This is an optimization exercise on Yosys and OpenROAD, whose aim is small area and a short achievable clock period, not a production implementation. The RTL was checked by simulation tests, not by an equivalence proof against the original design. No activity file was given, so power comes from the tool's default toggle rates.

==> flow/design.v, too long to show whole: its modules and the start of the top module <==
// module c_aoi21: 3 lines
// module c_oai21: 3 lines
// module c_nand2: 3 lines
// module c_nor2: 3 lines
// module c_inv: 3 lines
// module c_xor2: 3 lines
// module c_xnor2: 3 lines
// module c_mux2i: 3 lines
// module c_nand3b: 3 lines
// module c_nand2b: 3 lines
// module c_o22ai: 3 lines
// module c_kbit: 3 lines
// module alu_front0: 8 lines
// module alu_and64: 3 lines
// module ALU: 1451 lines
// module ALU_CU: 9 lines
// module Control_Unit: 14 lines
// module c_aoi222: 3 lines
// module c_aoi22: 3 lines
// module c_nand4: 3 lines
// module c_nand3: 3 lines
// module rd_tail: 4 lines
// module rdmux: 11 lines
// module wdbit: 3 lines
// module wdbit_hi: 3 lines
// module pcn_bit: 3 lines
// module pc_add: 18 lines
// module Datapath: 76 lines
module Datapath(Clk,Instruction,zero,PCNow,PCNext4,Reset,NewPC,Jump,PCWrite,writedataa,readdata1,readdata2,
	DMemAddress,DMemWrite,DMemRead,DMemReadData);
  // ...
==> flow/flow/run.sh <==
#!/bin/bash
# The standard layout with two changes to how it is made (the clock,
# SDC and design are unchanged):
#  - ports are buffered with buf_1 instead of the delay buffer buffer_ports
#    picks by default (the resizer upsizes the ones that need it);
#  - repair_timing is asked for 48 ns of setup slack, so the input-to-output
#    paths get sized and buffered for speed instead of being left at 0 margin.
set -euo pipefail
bash standard.sh \
  "BUFFER_PORTS_ARGS=-buffer_cell sky130_fd_sc_hd__buf_1" \
  SETUP_SLACK_MARGIN=48 \
  finish > standard.log 2>&1
==> flow/standard.sh <==
#!/bin/bash
# synth_recipe.tcl (not shown) runs the flow's synth.tcl, then flattens the netlist and writes it again
# the make line also repeats each setting of config.mk as NAME=value (left out here)
make -C /OpenROAD-flow-scripts/flow DESIGN_CONFIG=/design/flow/config.mk WORK_HOME=/design/flow/orfs CLKGATE_MAP_FILE= SYNTH_SCRIPT=/design/flow/synth_recipe.tcl "${@:-finish}"
==> flow/config.mk <==
export PLATFORM = sky130hd
export DESIGN_NAME = Datapath
export DESIGN_NICKNAME = Datapath
export VERILOG_FILES = /design/flow/design.v
export SDC_FILE = /design/flow/constraint.sdc
export NUM_CORES = 4
export LEC_CHECK = 0
export CAP_MARGIN = 20
export CORE_MARGIN = 2
export CORE_UTILIZATION = 45
export CTS_BUF_LIST = sky130_fd_sc_hd__clkbuf_16
export CTS_CLUSTER_DIAMETER = 100
export CTS_CLUSTER_SIZE = 25
export SLEW_MARGIN = 20
export SYNTH_HIERARCHICAL = 1
==> flow/constraint.sdc <==
create_clock -name core_clock -period 90.0 [get_ports {Clk}]
set_input_delay 18.0000 -clock core_clock [delete_from_list [all_inputs] [get_ports {Clk}]]
set_output_delay 18.0000 -clock core_clock [all_outputs]
set_load 0.01 [all_outputs]
==> qor.txt, run 1 <==
R2R depth -> 65
Setup TNS -> 0 ns
io pins -> 519
antenna cells -> 16
cts bufs inserted -> 100
routability congestion estimate from global placement -> 0.970
Die W -> 459 µm
via count -> 76129
multi-input gate share of total cell area -> 29.8%
non-clk buf share -> 4.44%
top routing layer in use -> met5
Well Taps -> 2688
max reg flops -> 2048
final WL -> 425 mm
Sink Count -> 2112
Synth Flop Type -> edfxtp_1
Synth top area share -> 66.1%
multi-input logic area -> 31500 µm²
status -> timing/DRC/antenna clean
GR Layer Usage met2 -> 55.7%
Area after DPL -> 101000 µm²
most common cell after layout, fill and taps aside -> edfxtp_1
Lkg Pwr -> 32.0 nW
Switching Share -> 31.7%
die area -> 210000 µm²
Synth Net Count -> 6189
clock buffer count -> 100
post-synthesis simple-gate area fraction -> 8.30%
CTS tree -> built
GRT overflow -> 0
reg2reg start -> pc[1]
Non-Filler Instances -> 9599
==> inputs of run 2 (changes only) <==
--- a/flow/config.mk
+++ b/flow/config.mk
@@ -7,4 +7,6 @@
 export LEC_CHECK = 0
 export CAP_MARGIN = 20
+export CELL_PAD_IN_SITES_DETAIL_PLACEMENT = 1
+export CELL_PAD_IN_SITES_GLOBAL_PLACEMENT = 1
 export CORE_MARGIN = 2
 export CORE_UTILIZATION = 45
==> run 2 against run 1 <==
Still clean. Routed wire length rose by 13%. Clock skew down 0.015 ns. Area after synthesis did not move.
==> qor.txt, run 2 <==
DR vias/cell -> 8.17 (was 7.93)
final core utilization -> 51.4% (about the same)
layout cells sized above 1 -> 11.6% (was 11.9%)
Synth Net Count -> 6189 (unchanged)
fmax -> 23.7 MHz (about the same)
die area -> 210000 µm² (unchanged)
Die Height -> 459 µm (unchanged)
Rows -> 166 (unchanged)
critical path class -> in2out (unchanged)
most instantiated library cell after synthesis -> edfxtp_1 (unchanged)
Core Footprint -> 205000 µm² (unchanged)
R2R Path End -> pc[63] (unchanged)
cts bufs inserted -> 99 (was 100)
RSZ-0062 raised after global routing -> yes (unchanged)
initial antenna violation count -> 29 (was 24)
fin. max-slew vios -> 0 (unchanged)
HPWL Detailed -> 279 mm (was 261 mm)
global-route usage over all layers -> 43.9% (was 38.6%)
Initial Util -> 45.4% (unchanged)
Area growth, synth to finish -> 13.4% (about the same)
antenna-violating nets left -> 0 (unchanged)
Die W -> 459 µm (unchanged)
period utilization -> 46.9% (was 46.8%)
Final Critical Period -> 42.22 ns (was 42.11 ns)
PD cells -> 20.3 nW/µm² (about the same)
CTS tree -> built (unchanged)
IO Port Bufs -> 518 (unchanged)
largest net degree at the start of global routing -> 140 (was 101)
HP Class -> reg2reg (unchanged)
register bit total from synthesis -> 2112 (unchanged)
routability congestion estimate from global placement -> 0.942 (was 0.970)
Most flops, register -> rf (unchanged)
vias in the first global route -> 75500 (was 70159)
Worst Path Required -> 72.00 ns (about the same)
sequential fraction of the synthesis area -> 67.4% (unchanged)
post-synthesis simple-gate area fraction -> 8.30% (unchanged)
final hold vios -> 0 (unchanged)
Peak supply drop -> 0.0000215 V (was 0.0000210 V)
Synth Area in Compound Gates -> 18.1% (unchanged)
Setup TNS -> 0 ns (unchanged)
Synth Area in XOR/XNOR -> 2.07% (unchanged)
Final #Nets -> 7108 (was 7126)
crit end category -> primary output (unchanged)
clock skew -> 0.0531 ns (was 0.0677 ns)
global-route wire length before repair -> 634 mm (was 568 mm)
Max-slew headroom -> 11.9% (was 10.3%)
most instantiated cells after synthesis -> 2048 x edfxtp_1, 1280 x a222oi_1, 400 x nand4_1 (unchanged)
top cells by area, synth -> edfxtp_1 66%, a222oi_1 14%, nand4_1 2.7% (unchanged)
leading area contributor after synthesis -> edfxtp_1 (unchanged)
root buffer cell -> clkbuf_16 (unchanged)
reg2reg start -> pc[1] (unchanged)
Post-Syn Area -> 93100 µm² (unchanged)
Initial DRC Count -> 20430 (was 21549)
clock-pin slew on the worst setup and hold paths -> 0.11 ns (was 0.09 ns)
Synth top area share -> 66.1% (unchanged)
Non-Filler Instances -> 9586 (was 9599)
most common cell after layout, fill and taps aside -> edfxtp_1 (unchanged)
most frequent cells in the layout -> 2048 x edfxtp_1, 1280 x a222oi_1, 507 x buf_1 (was 2048 x edfxtp_1, 1280 x a222oi_1, 508 x buf_1)
R2R depth -> 65 (unchanged)
Avg WL per Cell -> 50.0 µm (was 44.3 µm)
Hold Path Sink -> pc[0] (was pc[40])
Lkg Pwr -> 32.0 nW (about the same)
Sink Count -> 2112 (unchanged)
via count -> 78324 (was 76129)
Worst-Skew Late Latency -> 0.85 ns (was 0.87 ns)
DP Cell Count -> 9353 (was 9352)
Syn Area/Cell -> 15.7 µm² (unchanged)
Setup Viol. Count Final -> 0 (unchanged)
Post-synth EDFFs -> 2048 (unchanged)
Worst Tran Pin Value -> 1.32 ns (was 1.34 ns)
Gate Count Post-Synth -> 5934 (unchanged)
Unique masters post-synth -> 51 (unchanged)
max reg flops -> 2048 (unchanged)
CP max FO -> 28 (was 35)
mux contribution to synthesized area -> 1.42% (unchanged)
combinational family with the most area after synthesis -> compound AO/OA/AOI/OAI gates (unchanged)
Hold Startpoint -> pc[0] (was pc[40])
Worst EP arrival -> 24.22 ns (was 24.11 ns)
post-synthesis adder-cell area fraction -> 2.15% (unchanged)
Overall Power -> 2.14 mW (was 2.15 mW)
final WL -> 479 mm (was 425 mm)
io pins -> 519 (unchanged)
drt pass-1 iters -> 15 (was 14)
Synth Flop Type -> edfxtp_1 (unchanged)
GRT overflow -> 0 (unchanged)
htree depth -> 3 (unchanged)
Hold Crit Depth -> 2 (unchanged)
CP Launch Type -> input port (unchanged)
Largest regs -> rf (2048), pc (64) (unchanged)
maxcap violations -> 0 (unchanged)
Bufs on Longest Clock Path -> 3 (unchanged)
R2R Setup Slk -> 65.96 ns (was 65.98 ns)
Post-synth ARST share -> 0% (unchanged)
yosys warns -> 7 (unchanged)
Residual DRC -> 0 (unchanged)
status -> timing/DRC/antenna clean (unchanged)
-- run 2: report_power, final --
group | internal (mW) | total (mW) | switching (mW)
sequential | 1.14 | 1.15 | 0.00590
combinational | 0.109 | 0.452 | 0.343
clock | 0.211 | 0.540 | 0.329
-- run 2: metrics by stage --
stage / cell area (µm²) / hold WS [ns] / setup slack (ns)
2_1_floorplan: 93100 / 0.571 / 47.73
3_3_place_gp: 101000 / 0.561 / 45.65
3_5_place_dp: 101000 / 0.583 / 45.66
4_1_cts: 105000 / 0.598 / 47.87
5_1_grt: 106000 / 0.627 / 47.95
6_report: 106000 / 0.588 / 47.78
-- run 2: timing repair --
| action | 4_1_cts | 5_1_grt |
|---|---|---|
| setup buffers | 48 | 31 |
| setup endpoints to repair | 121 | 70 |
| resized for setup | 126 | 68 |
| endpoints found under the hold margin | 0 | 0 |
| pin swaps | 27 | 11 |
| hold buffers | 0 | 0 |
| gates cloned | 7 | 0 |
-- run 2: cell type report --
cell class	instances	area (µm²)
inverters	82	308
well taps	2688	3360
multi-input cells	3720	31400
flip-flops and latches	2112	62800
clock inverters	32	292
fillers	19760	99600
clock buffers	102	2550
diodes	12	30.0
repair buffers	838	4820
-- run 2: per-module statistics from Yosys (local to each module, per instance), a selection --
module,cells,flops+latches
ALU_CU,3,0
Datapath,2317,2112
alu_and64,21,0
alu_front0,11,0
c_aoi21,1,0
c_nand2,1,0
c_nand4,1,0
c_nor2,1,0
c_xnor2,1,0
rd_tail,3,0
-- run 2: worst max-delay path, cell delays in order --
cell and delay, ns:
buf_1 0.36, or3b_4 0.62, nor2_4 0.20, buf_4 0.61
buf_6 0.53, a222oi_1 0.19, nand4_1 0.19, nor2_1 0.08
nand4_1 0.24, xor2_1 0.31, o21ai_1 0.35, a21oi_2 0.27
o21ai_1 0.19, a21oi_2 0.29, o21ai_1 0.13, a21oi_2 0.44
o21ai_1 0.21, xor2_2 0.52, and2_1 0.20, buf_1 0.15
-- run 2: layer usage --
metal	vias up	routed length [µm]	global-route usage, %
li1	29150	-	-
met1	39978	162000	54.5
met2	7420	205000	64.8
met3	1762	71700	14.4
met4	14	40300	30.6
met5	-	126	0
-- run 2: how the worst max path moves through the flow --
| stage | from | to | slack (ns) | depth (start not counted) |
|---|---|---|---|---|
| floorplan | Instruction[6] | pc[63] | 47.73 | 69 |
| global placement | Instruction[6] | pc[63] | 45.65 | 69 |
| detailed placement | Instruction[6] | pc[63] | 45.66 | 69 |
| CTS | Instruction[6] | pc[63] | 47.87 | 69 |
| global route | Instruction[6] | pc[63] | 47.95 | 69 |
| finish | Instruction[19] | writedataa[37] | 47.78 | 20 |
-- run 2: logic make-up (layout without fill, tap and decap cells) --
kind of cell / after synthesis / count (layout)
AOI/OAI and AO/OA: 1872 / 1872
xor gates and xnor gates: 218 / 218
adders and majority gates: 123 / 123
buffers and inverters: 109 / 1054
DFF: 2112 / 2112
muxes: 131 / 131
other: 0 / 12
and+or+nand+nor: 1369 / 1376

[re-timing with driven ports]
How much do the figures lean on ideal ports? The routed layouts below were timed once more, with nothing changed but the port constraints. Step 1, drivers: a clkbuf_16 drives Clk and a buf_2 each remaining input, both assumed. Step 2 times the ports against the registers' clock, not the clock port: input delays grow and output delays shrink by t, the midpoint of the rising clock arrivals with the driver on. Slacks: ideal / step 1 / step 2; pairs: ideal / step 1.
| run | t (ns) | slack for setup (ns) | latest minus earliest clock arrival (ns) | slew at the worst register clock pin (ns) | pins driven straight from the clock port |
|---|---|---|---|---|---|
| run 1 | 0.930 | 47.892 / 47.696 / 47.465 | 0.068 / 0.067 | 0.11 / 0.11 | 1 |
| run 2 | 0.927 | 47.781 / 47.591 / 47.588 | 0.053 / 0.054 | 0.11 / 0.11 | 1 |
After both steps every run listed still meets setup and hold. The setup slack of run 1, which loses most, moves by -0.196 ns with the drivers and by -0.427 ns with both steps.
